What follows belongs to an exercise in optimizing a design on an open flow for small area; a production flow would make more cautious choices.
At most, simulation tests tie the RTL to the original design; equivalence was not proved.

==> inputs of xenon <==
// electric_clock
module electric_clock(
    Clk,
    Reset_n,
    Key,
    LED,
    SEL,
    SEG
    );
Settings: LEC_CHECK=0, CAP_MARGIN=20, CORE_MARGIN=2, CORE_UTILIZATION=40, PLACE_DENSITY=0.6, SLEW_MARGIN=20; clock period 20.0 ns.
run.sh (not shown) runs the stock make flow with config.mk's settings and CLKGATE_MAP_FILE= SYNTH_SCRIPT=/design/flow/synth_recipe.tcl, a recipe that flattens the netlist after the stock synthesis.
==> yarrow (differences from xenon) <==
--- a/flow/design.v
+++ b/flow/design.v
@@ -1,38 +1,38 @@
-module key_filter #(parameter KF = 20) (
+module key_filter #(parameter TW = 5'd27, parameter DONE = 5'd22) (
     input  Clk,
     input  Reset_n,
     input  Key,
     output P,
     output R
 );
     reg s0, s1, kr;
     always @(posedge Clk) begin
         s0 <= Key;
         s1 <= s0;
         kr <= s1;
     end
     reg [1:0] st;
     reg [4:0] cnt;
-    wire tw = (cnt & KF) == KF;
+    wire tw = cnt == TW;
     wire abort = s1 ^ st[1];
     wire trig = st[1] ? (s1 & ~kr) : (kr & ~s1);
     always @(posedge Clk or negedge Reset_n)
         if (!Reset_n)
             st <= 2'b00;
         else if (st[0]) begin
             if (tw)
                 st <= {~st[1], 1'b0};
             else if (abort)
                 st <= {st[1], 1'b0};
         end else if (trig)
             st <= {st[1], 1'b1};
     always @(posedge Clk)
-        cnt <= st[0] ? cnt + 1'b1 : 5'd0;
-    wire done = (cnt & (KF + 1)) == (KF + 1);
+        cnt <= st[0] ? {cnt[3:0], ~(cnt[4] ^ cnt[2])} : 5'd0;
+    wire done = cnt == DONE;
     assign P = (st == 2'b10) & done;
     assign R = (st == 2'b00) & done;
 endmodule
 `timescale 1ns / 1ps
 module electric_clock(
     Clk,
     Reset_n,
@@ -43,36 +43,42 @@
     );
     input Clk;
     input Reset_n;
     input [3:0]Key;
     output [3:0]LED;
     output [7:0]SEL;
     output [7:0]SEG;
-    localparam KF   = 20;
+    localparam KTW  = 5'd27;    
+    localparam KDONE = 5'd22;
     localparam NF   = 500;
     localparam FH   = 249;
     localparam NS   = 1000;
     localparam N2S  = 2000;
     localparam N5S  = 5000;
     localparam N10S = 10000;
     localparam FW   = 9;      
     localparam FOFF = 7;      
+    localparam [10:0] K_2S  = 11'd1491;    
+    localparam [12:0] T_1S  = 13'd8168;    
+    localparam [12:0] T_5S  = 13'd1729;    
+    localparam [13:0] A_5S  = 14'd15875;   
+    localparam [13:0] A_10S = 14'd16371;   
     localparam CLOCK=0;
     localparam CLOCK_C=1;
     localparam CALENDAR=2;
     localparam CALENDAR_C=3;
     localparam ALARM=4;
     localparam COUNTER_D_SET=5;
     localparam COUNTER_D_START=6;
     wire [3:0] P;
     wire [3:0] R;
-    key_filter #(.KF(KF)) key_filter_inst0(.Clk(Clk), .Reset_n(Reset_n), .Key(Key[0]), .P(P[0]), .R(R[0]));
-    key_filter #(.KF(KF)) key_filter_inst1(.Clk(Clk), .Reset_n(Reset_n), .Key(Key[1]), .P(P[1]), .R(R[1]));
-    key_filter #(.KF(KF)) key_filter_inst2(.Clk(Clk), .Reset_n(Reset_n), .Key(Key[2]), .P(P[2]), .R(R[2]));
-    key_filter #(.KF(KF)) key_filter_inst3(.Clk(Clk), .Reset_n(Reset_n), .Key(Key[3]), .P(P[3]), .R(R[3]));
+    key_filter #(.TW(KTW), .DONE(KDONE)) key_filter_inst0(.Clk(Clk), .Reset_n(Reset_n), .Key(Key[0]), .P(P[0]), .R(R[0]));
+    key_filter #(.TW(KTW), .DONE(KDONE)) key_filter_inst1(.Clk(Clk), .Reset_n(Reset_n), .Key(Key[1]), .P(P[1]), .R(R[1]));
+    key_filter #(.TW(KTW), .DONE(KDONE)) key_filter_inst2(.Clk(Clk), .Reset_n(Reset_n), .Key(Key[2]), .P(P[2]), .R(R[2]));
+    key_filter #(.TW(KTW), .DONE(KDONE)) key_filter_inst3(.Clk(Clk), .Reset_n(Reset_n), .Key(Key[3]), .P(P[3]), .R(R[3]));
     reg half;
     reg [FW-1:0] cf;
     wire cf_end = (cf & (NF - 1 + FOFF)) == (NF - 1 + FOFF);
     wire tick = half & cf_end;
     wire flash_on = cf < (FH + FOFF);
     always @(posedge Clk or negedge Reset_n)
         if (!Reset_n) begin
@@ -125,75 +131,77 @@
     wire dd2 = adj_d & ~inc_d & in_set & s2_2;
     reg [3:0] c0;    
     reg [2:0] c1;
     reg [3:0] c2;    
     reg [2:0] c3;
     reg [3:0] c4;    
     reg [3:0] c5;
-    reg ci1, cd1, ci3, cd3, ci5, cd5, f_clear;
+    reg cd5, f_clear;
+    wire clk_adj_d = adj_d & in_clock_c;
+    wire ci1 = clk_adj_d &  inc_d & s2_0 & (c0 == 0);
+    wire cd1 = clk_adj_d & ~inc_d & s2_0 & (c0 == 9);
+    wire ci3 = clk_adj_d &  inc_d & s2_1 & (c2 == 0);
+    wire cd3 = clk_adj_d & ~inc_d & s2_1 & (c2 == 9);
+    wire ci5 = clk_adj_d &  inc_d & s2_2 & (c4 == 0) & ~f_clear;
     wire t1 = (c0 == 9) & tick;
     wire t2 = t1 & (c1 == 5);
     wire t3 = t2 & (c2 == 9);
     wire t4 = t3 & (c3 == 5);
     always @(posedge Clk or negedge Reset_n)
         if (!Reset_n) begin
             c0 <= 0; c1 <= 0; c2 <= 0; c3 <= 0; c4 <= 0; c5 <= 0;
-            ci1 <= 0; cd1 <= 0; ci3 <= 0; cd3 <= 0; ci5 <= 0; cd5 <= 0;
+            cd5 <= 0;
             f_clear <= 0;
         end else begin
             if (ci0) begin
-                if (c0 == 9) begin c0 <= 0; ci1 <= 1; end
+                if (c0 == 9) c0 <= 0;
                 else c0 <= c0 + 1'b1;
             end else if (cd0) begin
-                if (c0 == 0) begin c0 <= 9; cd1 <= 1; end
+                if (c0 == 0) c0 <= 9;
                 else c0 <= c0 - 1'b1;
-            end else if (ci1)
-                ci1 <= 0;
-            else if (cd1)
-                cd1 <= 0;
+            end else if (ci1 | cd1)
+                ;
             else if (tick)
                 c0 <= (c0 == 9) ? 4'd0 : c0 + 1'b1;
             if (ci1)
                 c1 <= (c1 == 5) ? 3'd0 : c1 + 1'b1;
             else if (cd1)
                 c1 <= (c1 == 0) ? 3'd5 : c1 - 1'b1;
             else if (t1)
                 c1 <= (c1 == 5) ? 3'd0 : c1 + 1'b1;
             if (ci2) begin
-                if (c2 == 9) begin c2 <= 0; ci3 <= 1; end
+                if (c2 == 9) c2 <= 0;
                 else c2 <= c2 + 1'b1;
             end else if (cd2) begin
-                if (c2 == 0) begin c2 <= 9; cd3 <= 1; end
+                if (c2 == 0) c2 <= 9;
                 else c2 <= c2 - 1'b1;
-            end else if (cd3)
-                cd3 <= 0;
-            else if (ci3)
-                ci3 <= 0;
+            end else if (cd3 | ci3)
+                ;
             else if (t2)
                 c2 <= (c2 == 9) ? 4'd0 : c2 + 1'b1;
             if (ci3)
                 c3 <= (c3 == 5) ? 3'd0 : c3 + 1'b1;
             else if (cd3)
                 c3 <= (c3 == 0) ? 3'd5 : c3 - 1'b1;
             else if (t3)
                 c3 <= (c3 == 5) ? 3'd0 : c3 + 1'b1;
             if (ci4) begin
                 if (c5 == 2 && c4 == 3) begin c4 <= 0; f_clear <= 1; end
-                else if (c4 == 9) begin c4 <= 0; ci5 <= 1; end
+                else if (c4 == 9) c4 <= 0;
                 else c4 <= c4 + 1'b1;
             end else if (cd4) begin
                 if (c4 == 0) begin
                     c4 <= (c5 == 0) ? 4'd3 : 4'd9;
                     cd5 <= 1;
                 end else
                     c4 <= c4 - 1'b1;
             end else if (cd5)
                 cd5 <= 0;
             else if (ci5)
-                ci5 <= 0;
+                ;
             else if (f_clear)
                 f_clear <= 0;
             else if (t4 && c4 == 3 && c5 == 2) begin
                 f_clear <= 1;
                 c4 <= 0;
             end else if (t4)
                 c4 <= (c4 == 9) ? 4'd0 : c4 + 1'b1;
@@ -389,22 +397,23 @@
     reg [10:0] ktime;
     always @(posedge Clk or negedge Reset_n)
         if (!Reset_n)
             key_state <= 0;
         else case (key_state)
             0: if (P[2]) key_state <= 1;
             1: if (R[2]) key_state <= 2;
-               else if ((ktime & (N2S - 1)) == (N2S - 1)) key_state <= 3;
+               else if (ktime == K_2S) key_state <= 3;
             default: key_state <= 0;
         endcase
     always @(posedge Clk)
-        ktime <= (key_state == 1) ? ktime + 1'b1 : 11'd0;
+        ktime <= (key_state == 1) ? {ktime[9:0], ~(ktime[10] ^ ktime[8])} : 11'd0;
     reg [12:0] tcnt;
-    wire t_sec = (tcnt & (NS - 1)) == (NS - 1);
-    wire t_5s  = (tcnt & (N5S - 1)) == (N5S - 1);
+    wire t_sec = tcnt == T_1S;
+    wire t_5s  = tcnt == T_5S;
+    wire [12:0] tcnt_n = {tcnt[11:0], ~(tcnt[12] ^ tcnt[3] ^ tcnt[2] ^ tcnt[0])};
     always @(posedge Clk or negedge Reset_n)
         if (!Reset_n) begin
             state1 <= 0;
             state2 <= 0;
             alarm_set <= 0;
             count_d <= 0;
             start_flag <= 0;
@@ -516,17 +525,17 @@
         inc_d <= inc;
         f_clear_d <= f_clear;
         reset_flag_d <= reset_flag;
         start_flag_r <= start_flag;
     end
     always @(posedge Clk)
         if (in_start && state2 == 0 && !(key_state == 2) && !P[3] && !cd_zero && !t_sec)
-            tcnt <= tcnt + 1'b1;
+            tcnt <= tcnt_n;
         else if (in_start && state2 == 2 && !t_5s && !P[3])
-            tcnt <= tcnt + 1'b1;
+            tcnt <= tcnt_n;
         else
             tcnt <= 0;
     reg [3:0] s0_0, s1_0, s2_0r;
     reg [2:0] s0_1, s1_1, s2_1r;
     reg [3:0] s0_2, s1_2, s2_2r;
     reg [2:0] s0_3, s1_3, s2_3r;
     reg [3:0] s0_4, s1_4, s2_4r;
@@ -547,16 +556,16 @@
     wire m0 = alarm_set[0] && hh_ok && c0 == s0_0 && c1 == s0_1 && c2 == s0_2 && c3 == s0_3 && c4 == s0_4 && c5[1:0] == s0_5;
     wire m1 = alarm_set[1] && hh_ok && c0 == s1_0 && c1 == s1_1 && c2 == s1_2 && c3 == s1_3 && c4 == s1_4 && c5[1:0] == s1_5;
     wire m2 = alarm_set[2] && hh_ok && c0 == s2_0r && c1 == s2_1r && c2 == s2_2r && c3 == s2_3r && c4 == s2_4r && c5[1:0] == s2_5r;
     wire alarm_hit = m0 | m1 | m2;
     reg LED_3;
     reg [1:0] alarm_state;
     reg [13:0] atime;
-    wire a_5s  = (atime & (N5S - 1)) == (N5S - 1);
-    wire a_10s = (atime & (N10S - 1)) == (N10S - 1);
+    wire a_5s  = atime == A_5S;
+    wire a_10s = atime == A_10S;
     always @(posedge Clk or negedge Reset_n)
         if (!Reset_n) begin
             LED_3 <= 0;
             alarm_state <= 0;
         end else if (in_start && state2 == 2)
             LED_3 <= flash_on;
         else case (alarm_state)
@@ -584,15 +593,15 @@
         if (in_start && state2 == 2)
             atime <= atime;
         else if (alarm_state == 0)
             atime <= 0;
         else if (!P[2] && ((alarm_state == 2) ? a_10s : a_5s))
             atime <= 0;
         else
-            atime <= atime + 1'b1;
+            atime <= {atime[12:0], ~(atime[13] ^ atime[4] ^ atime[2] ^ atime[0])};
     assign LED = {LED_3, alarm_set};
     localparam [3:0] PT = 4'hA;
     localparam [3:0] BL = 4'hB;
     wire [31:0] dclk = {c0, 1'b0, c1, PT, c2, 1'b0, c3, PT, c4, c5};
     wire [31:0] dcal = {k0, 2'b00, k1, k2, 3'b000, k3, k4, k5, 4'h0, 4'h2};
     wire [31:0] dal  = {a0, 1'b0, a1, PT, a2, 1'b0, a3, PT, a4, 2'b00, a5};
     wire [31:0] dcd  = {d0, 1'b0, d1, PT, d2, 1'b0, d3, PT, d4, 2'b00, d5};
@@ -639,26 +648,21 @@
     wire [2:0] nsel = cnt_sel + 1'b1;
     always @(posedge Clk or negedge Reset_n)
         if (!Reset_n) nib1 <= 0;
         else nib1 <= M[{nsel, 2'b00} +: 4];
     always @(posedge Clk)
         nib2 <= nib1;
     assign SEL = ~(8'b1 << cnt_sel);
-    reg [7:0] seg_c;
-    always @(*)
-        case (nib2)
-            0: seg_c = 8'b1100_0000;
-            1: seg_c = 8'b1111_1001;
-            2: seg_c = 8'b1010_0100;
-            3: seg_c = 8'b1011_0000;
-            4: seg_c = 8'b1001_1001;
-            5: seg_c = 8'b1001_0010;
-            6: seg_c = 8'b1000_0010;
-            7: seg_c = 8'b1111_1000;
-            8: seg_c = 8'b1000_0000;
-            9: seg_c = 8'b1001_0000;
-            10: seg_c = 8'b1011_1111;
-            11: seg_c = 8'b1111_1111;
-            default: seg_c = 8'b0000_0000;
-        endcase
-    assign SEG = seg_c;
+    wire [3:0] n = nib2;
+    assign SEG = (n == 0)  ? 8'b1100_0000 :
+                 (n == 1)  ? 8'b1111_1001 :
+                 (n == 2)  ? 8'b1010_0100 :
+                 (n == 3)  ? 8'b1011_0000 :
+                 (n == 4)  ? 8'b1001_1001 :
+                 (n == 5)  ? 8'b1001_0010 :
+                 (n == 6)  ? 8'b1000_0010 :
+                 (n == 7)  ? 8'b1111_1000 :
+                 (n == 8)  ? 8'b1000_0000 :
+                 (n == 9)  ? 8'b1001_0000 :
+                 (n == 10) ? 8'b1011_1111 :
+                 (n == 11) ? 8'b1111_1111 : 8'b0000_0000;
 endmodule
==> flow/flow/run.sh (new file) <==
#!/bin/bash
# The standard layout, except that the standard synthesis maps the
# combinational logic with an area-oriented ABC script (flow/abc_area.script)
# instead of ORFS's delay-oriented one. Registers are not touched.
set -euo pipefail
HERE=$(pwd)
{
  echo 'proc abc {args} {'
  echo '  set i [lsearch $args -script]'
  echo "  set args [lreplace \$args \$i [expr {\$i+1}] -script $HERE/flow/abc_area.script]"
  echo '  set j [lsearch $args -D]'
  echo '  if {$j >= 0} { set args [lreplace $args $j [expr {$j+1}]] }'
  echo '  yosys abc {*}$args'
  echo '}'
  cat synth_recipe.tcl
} > flow_synth.tcl
sed "s#SYNTH_SCRIPT=[^ ]*#SYNTH_SCRIPT=$HERE/flow_synth.tcl#" standard.sh > flow_standard.sh
bash flow_standard.sh > flow_make.log 2>&1
==> flow/flow/abc_area.script (new file) <==
&get -n
&st
&dch -f
&nf -R 1000 -p
&st
&syn2
&dch -f
&nf -R 1000 -p
&st
&dch -f
&nf -R 1000 -p
&put
==> flow/standard.sh (new file) <==
#!/bin/bash
# synth_recipe.tcl (not shown) runs the flow's synth.tcl, then flattens the netlist and writes it again
# the make line also repeats each setting of config.mk as NAME=value (left out here)
make -C /OpenROAD-flow-scripts/flow DESIGN_CONFIG=/design/flow/config.mk WORK_HOME=/design/flow/orfs CLKGATE_MAP_FILE= SYNTH_SCRIPT=/design/flow/synth_recipe.tcl "${@:-finish}"
- CAP_MARGIN: 20 -> 0
- CORE_UTILIZATION: 40 -> 60
- CTS_BUF_LIST: unset -> sky130_fd_sc_hd__clkbuf_4 sky130_fd_sc_hd__clkbuf_8
- PLACE_DENSITY: 0.6 -> 0.75
- SLEW_MARGIN: 20 -> 0
removed: flow/run.sh
==> run summary <==
Against xenon, the design area of yarrow is smaller by 12%. Area after synthesis: yarrow is lower than xenon (14%). Against yarrow, the clock skew of xenon is lower by 5.3 ps. Against yarrow, the register-to-register slack of xenon is higher by 540 ps. Wire length: xenon is higher than yarrow (13%).
The RTL of yarrow was laid out without a check of its function.

port drivers added, routing unchanged:
The flow's constraints put no driver on any port. The routed layouts listed below were extracted and timed again, unchanged, in two steps. Step 1 assumes that a clkbuf_16 drives the clock port and a buf_2 every other input. Step 2 times the ports against the registers' clock, not the clock port: input delays grow and output delays shrink by t, the midpoint of the rising clock arrivals with the driver on. Three values: ideal, step 1, step 2; two values: the first two.
run	t, ns	setup WS [ns]	pins driven straight from the clock port
xenon	0.612	13.421 / 13.365 / 13.977	1
yarrow	0.630	13.779 / 13.733 / 14.363	1
After both steps every run listed still meets setup and hold.
